This is an optimization exercise on Yosys and OpenROAD, whose aim is small area and a short achievable clock period, not a production implementation.
The RTL was checked by simulation tests, not by an equivalence proof against the original design.
Power figures rest on the tool's default switching activity, not on a simulated workload.

==> flow/design.v (outline; a module is shown in full before it is edited, if it fits) <==
// module residual_block: 1162 lines
// module fa3: 4 lines
// module ha2: 4 lines
// module xor2: 3 lines
module residual_block (
    input clk,
    input rst,
    input start,
    output reg done,
    input  signed [127:0] input_tensor,
    input  [7:0]  conv1_weights_flat,
    input  [7:0]  conv1_bias_flat,
    input  [31:0] conv2_weights_flat,
    input  [7:0]  conv2_bias_flat,
    input  [7:0]  conv3_weights_flat,
    input  [7:0]  conv3_bias_flat,
    input  [7:0]  conv_shortcut_weights_flat,
    input  [7:0]  conv_shortcut_bias_flat,
    output reg signed [71:0] output_tensor
);
  // ...
==> flow/flow/run.sh <==
#!/bin/bash
set -euo pipefail
export BUFFER_PORTS_ARGS="-buffer_cell sky130_fd_sc_hd__buf_1"
export SETUP_SLACK_MARGIN=6.9
export TNS_END_PERCENT=0
bash standard.sh > standard_flow.log 2>&1
==> flow/standard.sh <==
#!/bin/bash
# synth_recipe.tcl (not shown) runs the flow's synth.tcl, then flattens the netlist and writes it again
# the make line also repeats each setting of config.mk as NAME=value (left out here)
make -C /OpenROAD-flow-scripts/flow DESIGN_CONFIG=/design/flow/config.mk WORK_HOME=/design/flow/orfs CLKGATE_MAP_FILE= SYNTH_SCRIPT=/design/flow/synth_recipe.tcl "${@:-finish}"
==> flow/config.mk <==
export PLATFORM = sky130hd
export DESIGN_NAME = residual_block
export DESIGN_NICKNAME = residual_block
export VERILOG_FILES = /design/flow/design.v
export SDC_FILE = /design/flow/constraint.sdc
export NUM_CORES = 4
export LEC_CHECK = 0
export CAP_MARGIN = 20
export CORE_MARGIN = 2
export CORE_UTILIZATION = 75
export CTS_CLUSTER_DIAMETER = 150
export CTS_CLUSTER_SIZE = 24
export SLEW_MARGIN = 20
export SYNTH_HIERARCHICAL = 1
==> flow/constraint.sdc <==
create_clock -name core_clock -period 10.0 [get_ports {clk}]
set_input_delay 2.0000 -clock core_clock [delete_from_list [all_inputs] [get_ports {clk}]]
set_output_delay 2.0000 -clock core_clock [all_outputs]
set_load 0.01 [all_outputs]
==> results_dict.tcl, run 1 <==
set metrics [dict create \
    synth_common_cells "303 x sky130_fd_sc_hd__nand2_1, 203 x sky130_fd_sc_hd__fa_1, 193 x sky130_fd_sc_hd__dfxtp_1" \
    post_synth_inst_count 1498 \
    synth_async_sr_flop_share_pct 1.82 \
    run_status "complete, no violations" \
    max_cap_violations 0 \
    p_int_mw 4.90 \
    min_delay_path_depth 0 \
    overall_via_count_from_detail_route 13200 \
    switching_share_pct 44.9 \
    timing.final.crit_period_ps 3240 \
    final_antenna_net_count 0 \
    drv_slew 0 \
    placedInstanceArea_um2 19600 \
    chipHeight_um 160 \
    yosys_register_bits 275 \
    post_synth_fa_ha_maj_area_fraction_pct 27.4 \
    worst_setup_path_startpoint "X0[1]" \
    mapped_nets 1995 \
    largest_reg_flops 72 \
    powerClk_mw 0.654 \
    layout.comb_gates.multi_input 1059 \
    first_global_vias 13600 \
    timing.max_slew.rel_slack_pct 24.4 \
    final.period_utilization_pct 32.4 \
    cts.repair_timing.setup_buffer_count 3 \
    netlist_area_um2 18200 \
]
==> run 2: changes to the inputs <==
--- a/flow/config.mk
+++ b/flow/config.mk
@@ -8,5 +8,5 @@
 export CAP_MARGIN = 20
 export CORE_MARGIN = 2
-export CORE_UTILIZATION = 75
+export CORE_UTILIZATION = 55
 export CTS_CLUSTER_DIAMETER = 150
 export CTS_CLUSTER_SIZE = 24
==> results_dict.tcl, run 2 <==
set metrics [dict create \
    mostFrequentLayoutCell "sky130_fd_sc_hd__nand2_1" \
    drc 0 \
    ratio_of_cells_with_drive_above_1_in_the_final_layout_pct 9.35 \
    worstHoldPathType "reg2reg" \
    largest_reg_flops 72 \
    placeableCoreArea_um2 32600 \
    tns_ps 0 \
    mapped_nets 1995 \
    rows 66 \
    worst_path_cell_trace "nand2_1 > fa_1 > fa_1 > fa_1 > fa_1 > fa_1" \
    cts-buffers-inserted 15 \
    setup_viol 0 \
    worst_slew_pin_slew_ps 1000 \
    cp.buffers_inverters 0 \
    criticalPathCategory "reg2reg" \
    post_synth_inst_count 1498 \
    regMostFlops "output_tensor" \
    synth_top_cell_by_area "sky130_fd_sc_hd__fa_1" \
    worst_ep_required_time_ps 10380 \
    io-pin-count 292 \
    largest_registers "output_tensor x72, S2 x16, T3 x16" \
    cts_hold_buf 0 \
    timing.final.crit_period_ps 3230 \
    layout-area-overhead-vs-synth_pct 10.7 \
    finalWirelength_mm 47.1 \
    place.detailed.instances 2183 \
    final_antenna_net_count 0 \
    finalWeightedCongestion 0.970 \
    max_cap_violations 0 \
    finalHoldViolCount 0 \
    setup_repair_after_global_routing_missed_its_margin "true" \
    cts.sinks 275 \
    yosys_register_bits 275 \
    path_common_cell "sky130_fd_sc_hd__fa_1" \
    track_usage_pct 27.8 \
    fin_worst_skew_ps 15.9 \
    synth_most_common_cell "sky130_fd_sc_hd__nand2_1" \
    tritoncts "done" \
    timing.max_slew.rel_slack_pct 31.3 \
    diode_insertion_count_for_antenna_repair 0 \
    run_status "complete, no violations" \
    final.period_utilization_pct 32.3 \
    cts_root_buf "sky130_fd_sc_hd__clkbuf_16" \
    timing.critical_path.arrival_ps 3600 \
    antenna_found_initial 0 \
    wire_length_of_the_first_global_routing_pass_mm 71.5 \
    drtPass1Iterations 6 \
    top_area_cell_type_share_of_the_netlist_area_pct 22.3 \
    wire_length_per_cell_after_detailed_routing_um 21.3 \
    path_clk_slew_ps 100 \
    num-fill-cells 2744 \
    cp-start-kind "register" \
    route.detailed.vias_per_inst 5.50 \
    h-tree-depth 1 \
    start_util_pct 55.9 \
    pwr_density_cell_nw_per_um2 414 \
    first_global_vias 12600 \
    critical_path.max_stage_delay_ps 580 \
    critical-path-top-delay-family "adder cells" \
    synth-edff-count 77 \
    maximum_number_of_pins_on_one_net_before_global_route_repair 65 \
    synthesis.yosys.warnings 7 \
    port_buffers 291 \
    layout.cells.non_filler 2207 \
    synth_area_per_cell_um2 12.2 \
    global_route.overflow_total 0 \
    design.final.nets 2257 \
    most-common-layout-cells "303 x sky130_fd_sc_hd__nand2_1, 291 x sky130_fd_sc_hd__buf_1, 203 x sky130_fd_sc_hd__fa_1" \
    overall_via_count_from_detail_route 12100 \
    p_leak_nw 7.69 \
    die_w_um 186 \
    chipHeight_um 186 \
    peakVddDrop_uv 719 \
    drv_slew 0 \
    design.die.area_um2 34600 \
    synth_common_cells "303 x sky130_fd_sc_hd__nand2_1, 203 x sky130_fd_sc_hd__fa_1, 193 x sky130_fd_sc_hd__dfxtp_1" \
    detailed_place_hpwl_mm 39.2 \
    ys_types 46 \
    synth_async_sr_flop_share_pct 1.82 \
    drt_iter0_drc 780 \
    share_of_the_yosys_chip_area_belonging_to_registers_pct 34.6 \
    clkLatencyLatePin_ps 500 \
    synthTopCellsByArea "sky130_fd_sc_hd__fa_1 22%, sky130_fd_sc_hd__dfxtp_1 21%, sky130_fd_sc_hd__edfxtp_1 13%, sky130_fd_sc_hd__mux4_2 12%, sky130_fd_sc_hd__xor2_1 7.1%" \
    netlist_area_um2 18200 \
    critical_path_cell_with_the_highest_stage_delay "sky130_fd_sc_hd__fa_1" \
    cts_buffer_depth 3 \
    synth_flop_cell "sky130_fd_sc_hd__dfxtp_1" \
    worstPathMaxFanout 7 \
    worstSetupEndpointType "register" \
    fmax_mhz 310 \
]
[run 2: worst paths after layout]
path | start | to | slack, ps | depth (start not counted)
worst max-delay path | X1[1] | S2[6] | 6770 | 6
worst min-delay path | output_tensor[28] | output_tensor[20] | 460 | 0
worst max register to register | X1[1] | S2[6] | 6770 | 6
worst min register to register | output_tensor[28] | output_tensor[20] | 460 | 0
max in group asynchronous | rst | done | 8370 | 2
min in group asynchronous | rst | cnt[0] | 1460 | 2
[run 2: report_power, final]
group,internal (mW),switching (mW)
sequential,1.55,0.327
combinational,2.83,3.02
clock,0.283,0.357
total,4.66,3.70
[run 2: area by class of cell]
cell class | instances | area, µm² | share of cell area [%]
Sequential cell | 275 | 6330 | 31.4
Clock inverter | 1 | 16.3 | 0.0806
Clock buffer | 21 | 398 | 1.97
Multi-Input combinational cell | 1059 | 11300 | 56.1
Timing Repair Buffer | 299 | 1150 | 5.71
Tap cell | 442 | 553 | 2.74
Inverter | 110 | 413 | 2.05
[run 2: per-module statistics from Yosys, one instance, submodules excluded]
module          flops+latches  times used  cells inside  cell area [µm²]
residual_block            275           1          1164            13200
fa3                         0         185             1             20.0
ha2                         0          17             1             12.5
xor2                        0         132             1             8.76
[run 2: stage by stage]
step	instance area, µm²	utilization, %	total power [mW]	hold WS (ps)	setup WS (ps)
5_1_grt	20200	61.9	9.17	471	6640
3_3_place_gp	19700	60.4	7.45	426	6570
3_5_place_dp	19700	60.4	7.57	435	6590
2_1_floorplan	18200	-	6.17	453	6860
4_1_cts	20200	61.9	8.45	456	6800
6_report	20200	61.9	8.36	455	6770
[run 2: worst register-to-register path: cells and delay by family (launching register included)]
kind | cells | cell delay [ps]
fa+ha+maj | 5 | 2400
flops | 1 | 560
simple gates | 1 | 150
[run 2: per-layer routing]
metal  vias up  track usage (%)  share of wire (%)
li1       5506                -                  -
met1      6070             37.2                 41
met2       506             47.9                 50
met3        66             4.23                6.6
met4         0             6.55                2.2
met5         -                0                  0
[run 2: cells by family after synthesis]
kind of cell / synth area share, %
fa+ha+maj: 27.4
xor+xnor: 8.54
mux: 13.9
compound gates: 3.03
buf+inv: 3.51
flops: 34.6
simple gates: 8.98
[run 2: timing repair]
action                                  4_1_cts  5_1_grt
endpoints found under the setup margin       30       42
pin swaps                                     2        0
resized for setup                            25        0
buffers inserted                              2        0
==> run 3: changes to the inputs <==
--- a/flow/config.mk
+++ b/flow/config.mk
@@ -8,5 +8,5 @@
 export CAP_MARGIN = 20
 export CORE_MARGIN = 2
-export CORE_UTILIZATION = 55
+export CORE_UTILIZATION = 65
 export CTS_CLUSTER_DIAMETER = 150
 export CTS_CLUSTER_SIZE = 24
==> results_dict.tcl, run 3 <==
set metrics [dict create \
    cts_hold_buf 0 \
    mapped_nets 1995 \
    drtPass1Iterations 6 \
    rows 61 \
    worstHoldPathType "reg2reg" \
    ff_latch_area_um2 6330 \
    maximum_number_of_pins_on_one_net_before_global_route_repair 65 \
    layout.cells.non_filler 2148 \
    drt_iter0_drc 972 \
    share_of_the_yosys_chip_area_belonging_to_registers_pct 34.6 \
    synth_most_common_cell "sky130_fd_sc_hd__nand2_1" \
    final_antenna_net_count 0 \
    largest_registers "output_tensor x72, S2 x16, T3 x16" \
    timing.critical_path.arrival_ps 3630 \
    first_global_vias 12900 \
    largest_reg_flops 72 \
    path_clk_slew_ps 110 \
    cts-buffers-inserted 15 \
    placeableCoreArea_um2 27700 \
    tns_ps 0 \
    port_buffers 291 \
    drv_slew 0 \
    setup_repair_after_global_routing_missed_its_margin "true" \
    timing.final.crit_period_ps 3190 \
    regToRegSetupSlack_ps 6810 \
    track_usage_pct 32.2 \
    route.detailed.vias_per_inst 5.81 \
    worstSetupEndpointType "register" \
    worst_setup_path_startpoint "S2[11]" \
    max_cap_violations 0 \
    netlist_area_um2 18200 \
    wire_length_per_cell_after_detailed_routing_um 21.5 \
    utilization_after_layout_pct 72.6 \
    ys_types 46 \
    global_route.overflow_total 0 \
    setup_viol 0 \
    finalHoldViolCount 0 \
    finalWirelength_mm 46.2 \
    synthesis.yosys.warnings 7 \
    chipHeight_um 171 \
    yosys_register_bits 275 \
    cts.sinks 275 \
    p_leak_nw 7.69 \
    area_of_the_multi_input_gates_um2 11300 \
    synth_common_cells "303 x sky130_fd_sc_hd__nand2_1, 203 x sky130_fd_sc_hd__fa_1, 193 x sky130_fd_sc_hd__dfxtp_1" \
    die_w_um 171 \
    run_status "complete, no violations" \
    top_area_cell_type_share_of_the_netlist_area_pct 22.3 \
    criticalPathCategory "reg2reg" \
    cp-start-kind "register" \
    place.detailed.instances 2118 \
    critPathCapture "T3[15]" \
    synth-edff-count 77 \
    post_synth_inst_count 1498 \
    cts_root_buf "sky130_fd_sc_hd__clkbuf_16" \
    timing.max_slew.rel_slack_pct 26.9 \
    h-tree-depth 1 \
    start_util_pct 65.8 \
    worstPathMaxFanout 7 \
    worstReg2RegEnd "T3[15]" \
    worst_slew_pin_slew_ps 1090 \
    antenna_found_initial 4 \
    most-common-layout-cells "303 x sky130_fd_sc_hd__nand2_1, 291 x sky130_fd_sc_hd__buf_1, 203 x sky130_fd_sc_hd__fa_1" \
    timing.rr.start "S2[11]" \
    tritoncts "done" \
    pwr_density_cell_nw_per_um2 413 \
    synth_top_cell_by_area "sky130_fd_sc_hd__fa_1" \
    ratio_of_cells_with_drive_above_1_in_the_final_layout_pct 9.29 \
    design.final.nets 2256 \
    wire_length_of_the_first_global_routing_pass_mm 70.2 \
    regMostFlops "output_tensor" \
    clkLatencyLatePin_ps 510 \
    cts_buffer_depth 3 \
    num-fill-cells 2071 \
    drc 0 \
    design.die.area_um2 29400 \
    overall_via_count_from_detail_route 12500 \
    synth_async_sr_flop_share_pct 1.82 \
    layout-area-overhead-vs-synth_pct 10.4 \
    number_of_cells_on_the_worst_reg_to_reg_path 10 \
    synth_flop_cell "sky130_fd_sc_hd__dfxtp_1" \
    fmax_mhz 313 \
    io-pin-count 292 \
    peakVddDrop_uv 534 \
    synth_area_per_cell_um2 12.2 \
    fin_worst_skew_ps 25.9 \
    finalWeightedCongestion 0.985 \
    worst_ep_required_time_ps 10440 \
    detailed_place_hpwl_mm 38.6 \
    synthTopCellsByArea "sky130_fd_sc_hd__fa_1 22%, sky130_fd_sc_hd__dfxtp_1 21%, sky130_fd_sc_hd__edfxtp_1 13%, sky130_fd_sc_hd__mux4_2 12%, sky130_fd_sc_hd__xor2_1 7.1%" \
    final.period_utilization_pct 31.9 \
    mostFrequentLayoutCell "sky130_fd_sc_hd__nand2_1" \
]
==> run 3: cell type report <==
| cell class | count | area share [%] |
|---|---|---|
| Antenna cell | 4 | 0.0498 |
| Clock buffer | 23 | 2.02 |
| Clock inverter | 1 | 0.0809 |
| Inverter | 110 | 2.05 |
| Multi-Input combinational cell | 1059 | 56.3 |
| Sequential cell | 275 | 31.5 |
| Tap cell | 378 | 2.35 |
| Timing Repair Buffer | 298 | 5.69 |
==> run 3: per-layer routing <==
metal  share of wire, %  track usage, %
met1                 38            42.1
met2                 49            54.2
met3                8.7            5.66
met4                3.8            12.0
met5                  0               0
==> run 3: cells by family after synthesis <==
family / Yosys count / synth area share, %
xor+xnor: 176 / 8.54
flops: 275 / 34.6
compound gates: 81 / 3.03
simple gates: 392 / 8.98
fa+ha+maj: 278 / 27.4
buf+inv: 164 / 3.51
mux: 132 / 13.9
==> run 3: worst min-delay path by stage <==
stage	from	to	slack, ps	cells past startpoint
global placement	output_tensor[23]	output_tensor[15]	430	0
floorplan	WR3[0]	swr[0]	450	1
detailed placement	output_tensor[23]	output_tensor[15]	430	0
finish	output_tensor[53]	output_tensor[45]	450	0
CTS	output_tensor[21]	output_tensor[13]	450	0
global route	output_tensor[46]	output_tensor[38]	470	0
==> run 3: metrics by stage <==
| step | hold slack (ps) | setup slack [ps] | power (mW) | area [µm²] |
|---|---|---|---|---|
| after CTS | 455 | 6830 | 8.40 | 20100 |
| after global placement | 429 | 6660 | 7.35 | 19600 |
| final | 450 | 6810 | 8.31 | 20100 |
| after detailed placement | 434 | 6670 | 7.52 | 19600 |
| after global routing | 471 | 6670 | 9.09 | 20100 |
| after floorplan | 453 | 6860 | 6.17 | 18200 |
==> run 3: worst max-delay path, cell delays in order, from the launching register on <==
cell	delay, ps
sky130_fd_sc_hd__dfxtp_1	340
sky130_fd_sc_hd__fa_1	490
sky130_fd_sc_hd__fa_1	510
sky130_fd_sc_hd__ha_2	310
sky130_fd_sc_hd__a21o_1	200
sky130_fd_sc_hd__a21oi_1	150
sky130_fd_sc_hd__mux2_2	360
sky130_fd_sc_hd__xor2_1	170
sky130_fd_sc_hd__xor2_1	240
sky130_fd_sc_hd__xor2_1	200
sky130_fd_sc_hd__xor2_1	150
==> run 3: where the power goes <==
part	switching, mW	total (mW)	internal (mW)	leakage (nW)
Combinational	2.96	5.78	2.82	5.10
Clock	0.358	0.643	0.286	0.201
Sequential	0.340	1.89	1.55	2.39
==> run 3: what timing repair did <==
action                     in CTS  in global routing
setup endpoints to repair      27                 43
buffers inserted                2                  0
pin swaps                       3                  0
resized for setup              25                  0
==> run 3: Yosys stat by module, one instance, submodules excluded <==
module | flip-flops and latches | cell area (µm²) | cells inside
fa3 | 0 | 20.0 | 1
xor2 | 0 | 8.76 | 1
residual_block | 275 | 13200 | 1164
ha2 | 0 | 12.5 | 1
==> run 4: changes to the inputs <==
==> flow/flow/run.sh (replaced) <==
#!/bin/bash
set -euo pipefail
export BUFFER_PORTS_ARGS="-buffer_cell sky130_fd_sc_hd__buf_1"
export SETUP_SLACK_MARGIN=7.05
export TNS_END_PERCENT=0
bash standard.sh > standard_flow.log 2>&1
==> results_dict.tcl, run 4 <==
set metrics [dict create \
    run_status "complete, no violations" \
    yosys_register_bits 275 \
    ys_types 46 \
    synth_area_per_cell_um2 12.2 \
    setup_repair_after_global_routing_missed_its_margin "true" \
    synth_most_common_cell "sky130_fd_sc_hd__nand2_1" \
    number_of_cells_on_the_worst_reg_to_reg_path 6 \
    drc 0 \
    worst_setup_path_startpoint "WR1[3]" \
    antenna_found_initial 5 \
    worst_slew_pin_slew_ps 954 \
    top_area_cell_type_share_of_the_netlist_area_pct 22.3 \
    track_usage_pct 32.2 \
    maximum_number_of_pins_on_one_net_before_global_route_repair 65 \
    mostFrequentLayoutCell "sky130_fd_sc_hd__nand2_1" \
    worstSetupEndpointType "register" \
    ratio_of_cells_with_drive_above_1_in_the_final_layout_pct 10.2 \
    min_delay_path_depth 0 \
    drt_iter0_drc 934 \
    timing.rr.start "WR1[3]" \
    worstReg2RegEnd "S2[6]" \
    grt_busiest_layer "met2" \
    die_w_um 171 \
    post_synth_and_or_nand_nor_area_fraction_pct 8.98 \
    cp-start-kind "register" \
    dpl_worst_slack_ps 6660 \
    critical_path_cell_with_the_highest_stage_delay "sky130_fd_sc_hd__fa_1" \
    synthTopCellsByArea "sky130_fd_sc_hd__fa_1 22%, sky130_fd_sc_hd__dfxtp_1 21%, sky130_fd_sc_hd__edfxtp_1 13%, sky130_fd_sc_hd__mux4_2 12%, sky130_fd_sc_hd__xor2_1 7.1%" \
    regMostFlops "output_tensor" \
    finalWeightedCongestion 0.981 \
    route.detailed.vias_per_inst 5.76 \
    max_cap_violations 0 \
    tritoncts "done" \
    detailed_place_hpwl_mm 38.3 \
    rows 61 \
    share_of_the_yosys_chip_area_belonging_to_registers_pct 34.6 \
    path_common_cell "sky130_fd_sc_hd__fa_1" \
    final.period_utilization_pct 32.0 \
    synth_flop_cell "sky130_fd_sc_hd__dfxtp_1" \
    synth_async_sr_flop_share_pct 1.82 \
    fmax_mhz 312 \
    clkLatencyLatePin_ps 500 \
    grt.met1_usage_pct 42.6 \
    overall_via_count_from_detail_route 12400 \
    worstPathMaxFanout 6 \
    post_synth_fa_ha_maj_area_fraction_pct 27.4 \
    final_antenna_net_count 0 \
    p_leak_nw 7.70 \
    timing.max_slew.rel_slack_pct 34.6 \
    synthesis.yosys.warnings 7 \
    first_global_vias 12500 \
    placeableCoreArea_um2 27700 \
    peakVddDrop_uv 600 \
    most-common-layout-cells "302 x sky130_fd_sc_hd__nand2_1, 291 x sky130_fd_sc_hd__buf_1, 201 x sky130_fd_sc_hd__fa_1" \
    critical_path.max_stage_delay_ps 570 \
    tns_ps 0 \
    synth-edff-count 77 \
    finalWirelength_mm 46.5 \
    synth_common_cells "303 x sky130_fd_sc_hd__nand2_1, 203 x sky130_fd_sc_hd__fa_1, 193 x sky130_fd_sc_hd__dfxtp_1" \
    worstHoldPathType "reg2reg" \
    cts.sinks 275 \
    setup_viol 0 \
    synth-xor-area-share_pct 8.54 \
    start_util_pct 65.8 \
    port_buffers 291 \
    io-pin-count 292 \
    layout-area-overhead-vs-synth_pct 10.6 \
    worst_path_cell_trace "nand2_1 > fa_1 > fa_1 > fa_1 > fa_1 > fa_1" \
    drv_slew 0 \
    regToRegSetupSlack_ps 6800 \
    wire_length_per_cell_after_detailed_routing_um 21.6 \
    largest_registers "output_tensor x72, S2 x16, T3 x16" \
    cts_root_buf "sky130_fd_sc_hd__clkbuf_16" \
    critPathCapture "S2[6]" \
    synth_top_cell_by_area "sky130_fd_sc_hd__fa_1" \
    multiplexer_fraction_of_the_synthesized_cell_area_pct 13.9 \
    largest_reg_flops 72 \
    global_route.usage.met3_pct 6.60 \
    synth_compound_gate_area_share_pct 3.03 \
    fin_worst_skew_ps 22.7 \
    worst_ep_required_time_ps 10370 \
    criticalPathCategory "reg2reg" \
    netlist_area_um2 18200 \
    mapped_nets 1995 \
    pwr_density_cell_nw_per_um2 411 \
    finalHoldViolCount 0 \
    h-tree-depth 1 \
    chipHeight_um 171 \
    cts_buffer_depth 3 \
    timing.final.crit_period_ps 3200 \
    drtPass1Iterations 5 \
    grt_use_met2_pct 52.3 \
    path_clk_slew_ps 90 \
    cts-buffers-inserted 15 \
    design.final.nets 2257 \
    synth_top_family_by_area "adder cells" \
    design.die.area_um2 29400 \
    post_synth_inst_count 1498 \
    timing.critical_path.arrival_ps 3570 \
    postLayoutSetupSlackWorst_ps 6800 \
    global_route.overflow_total 0 \
    wire_length_of_the_first_global_routing_pass_mm 69.7 \
]
run 4: cell counts after synthesis:
No cell type changed its count.
run 4: stage by stage:
stage               utilization [%]  area, µm²  std cells  hold WS (ps)  power [mW]
detailed placement             70.9      19600       2119           433        7.56
global placement               70.9      19600       2119           417        7.34
finish                         72.8      20200       2148           452        8.29
global route                   72.8      20200       2148           465        9.06
floorplan                         -      18300       1498           453        6.21
CTS                            72.6      20100       2141           455        8.26
run 4: critical path, delay by kind of cell (launching register included):
family | cells | cell delay [ps]
adder cells (fa/ha/maj) | 5 | 2400
flip-flops | 1 | 540
AND/OR/NAND/NOR | 1 | 140
run 4: worst min path at each step:
| stage | from | endpoint |
|---|---|---|
| after floorplan | WR3[0] | swr[0] |
| after global placement | output_tensor[65] | output_tensor[57] |
| after detailed placement | output_tensor[42] | output_tensor[34] |
| after CTS | output_tensor[42] | output_tensor[34] |
| after global routing | output_tensor[31] | output_tensor[23] |
| final | output_tensor[34] | output_tensor[26] |
run 4: cell type report:
| type | instances | area (µm²) |
|---|---|---|
| flip-flops and latches | 275 | 6350 |
| diodes | 5 | 12.5 |
| well taps | 378 | 473 |
| clock buffers | 21 | 398 |
| inverters | 110 | 413 |
| multi-input cells | 1059 | 11400 |
| fillers | 2017 | 7540 |
| clock inverters | 1 | 16.3 |
| repair buffers | 299 | 1150 |
run 4: logic make-up after synthesis:
| kind of cell | Yosys count |
|---|---|
| AO/OA/AOI/OAI | 81 |
| XOR/XNOR | 176 |
| adder cells (fa/ha/maj) | 278 |
| buffers and inverters | 164 |
| flip-flops | 275 |
| multiplexers | 132 |
| AND/OR/NAND/NOR | 392 |
run 4: Yosys stat by module, one instance, submodules excluded:
module | flip-flops and latches | copies in the design
residual_block | 275 | 1
ha2 | 0 | 17
xor2 | 0 | 132
fa3 | 0 | 185
run 4: timing repair:
item | 4_1_cts | 5_1_grt
gates cloned | 0 | 0
buffers inserted | 0 | 2
hold endpoints to repair | 0 | 0
endpoints found under the setup margin | 104 | 106
pin swaps | 3 | 9
gates resized for setup | 26 | 17
hold buffers | 0 | 0
run 4: metal layers:
layer	vias up	wire length, µm
li1	5503	-
met1	6062	17900
met3	107	4340
met5	-	0
met2	699	22300
met4	0	2020
run 4: power by group:
group / internal [mW] / switching [mW] / leakage (nW) / total, mW
clock: 0.284 / 0.350 / 0.199 / 0.633
sequential: 1.55 / 0.327 / 2.39 / 1.88
combinational: 2.78 / 3.00 / 5.11 / 5.78
total: 4.61 / 3.68 / 7.70 / 8.29

[what the ideal ports hide]
In the flow no input, the clock included, has a driving cell. The finished layouts below were timed again as built, in two steps. Step 1 assumes that a clkbuf_16 drives the clock port and a buf_2 every other input. Step 2 also shifts input and output timing later by t, the mid clock arrival at the registers, as if the neighbouring blocks saw the same clock. Three values: no drivers, after step 1, after step 2; two values: the first two.
run	t (ns)	setup WS [ns]	hold WS [ns]	worst setup path at the end
run 1	0.542	6.764 / 6.764 / 6.713	0.454 / 0.454 / 0.454	input to register
run 2	0.537	6.773 / 6.773 / 6.611	0.455 / 0.455 / 0.455	input to register
run 3	0.544	6.810 / 6.810 / 6.628	0.450 / 0.450 / 0.450	input to register
run 4	0.536	6.797 / 6.797 / 6.665	0.452 / 0.452 / 0.452	input to register
After both steps every run listed still meets setup and hold. For run 3, which loses most, drivers alone change the setup slack by 0.000 ns; drivers and shift together by -0.182 ns.
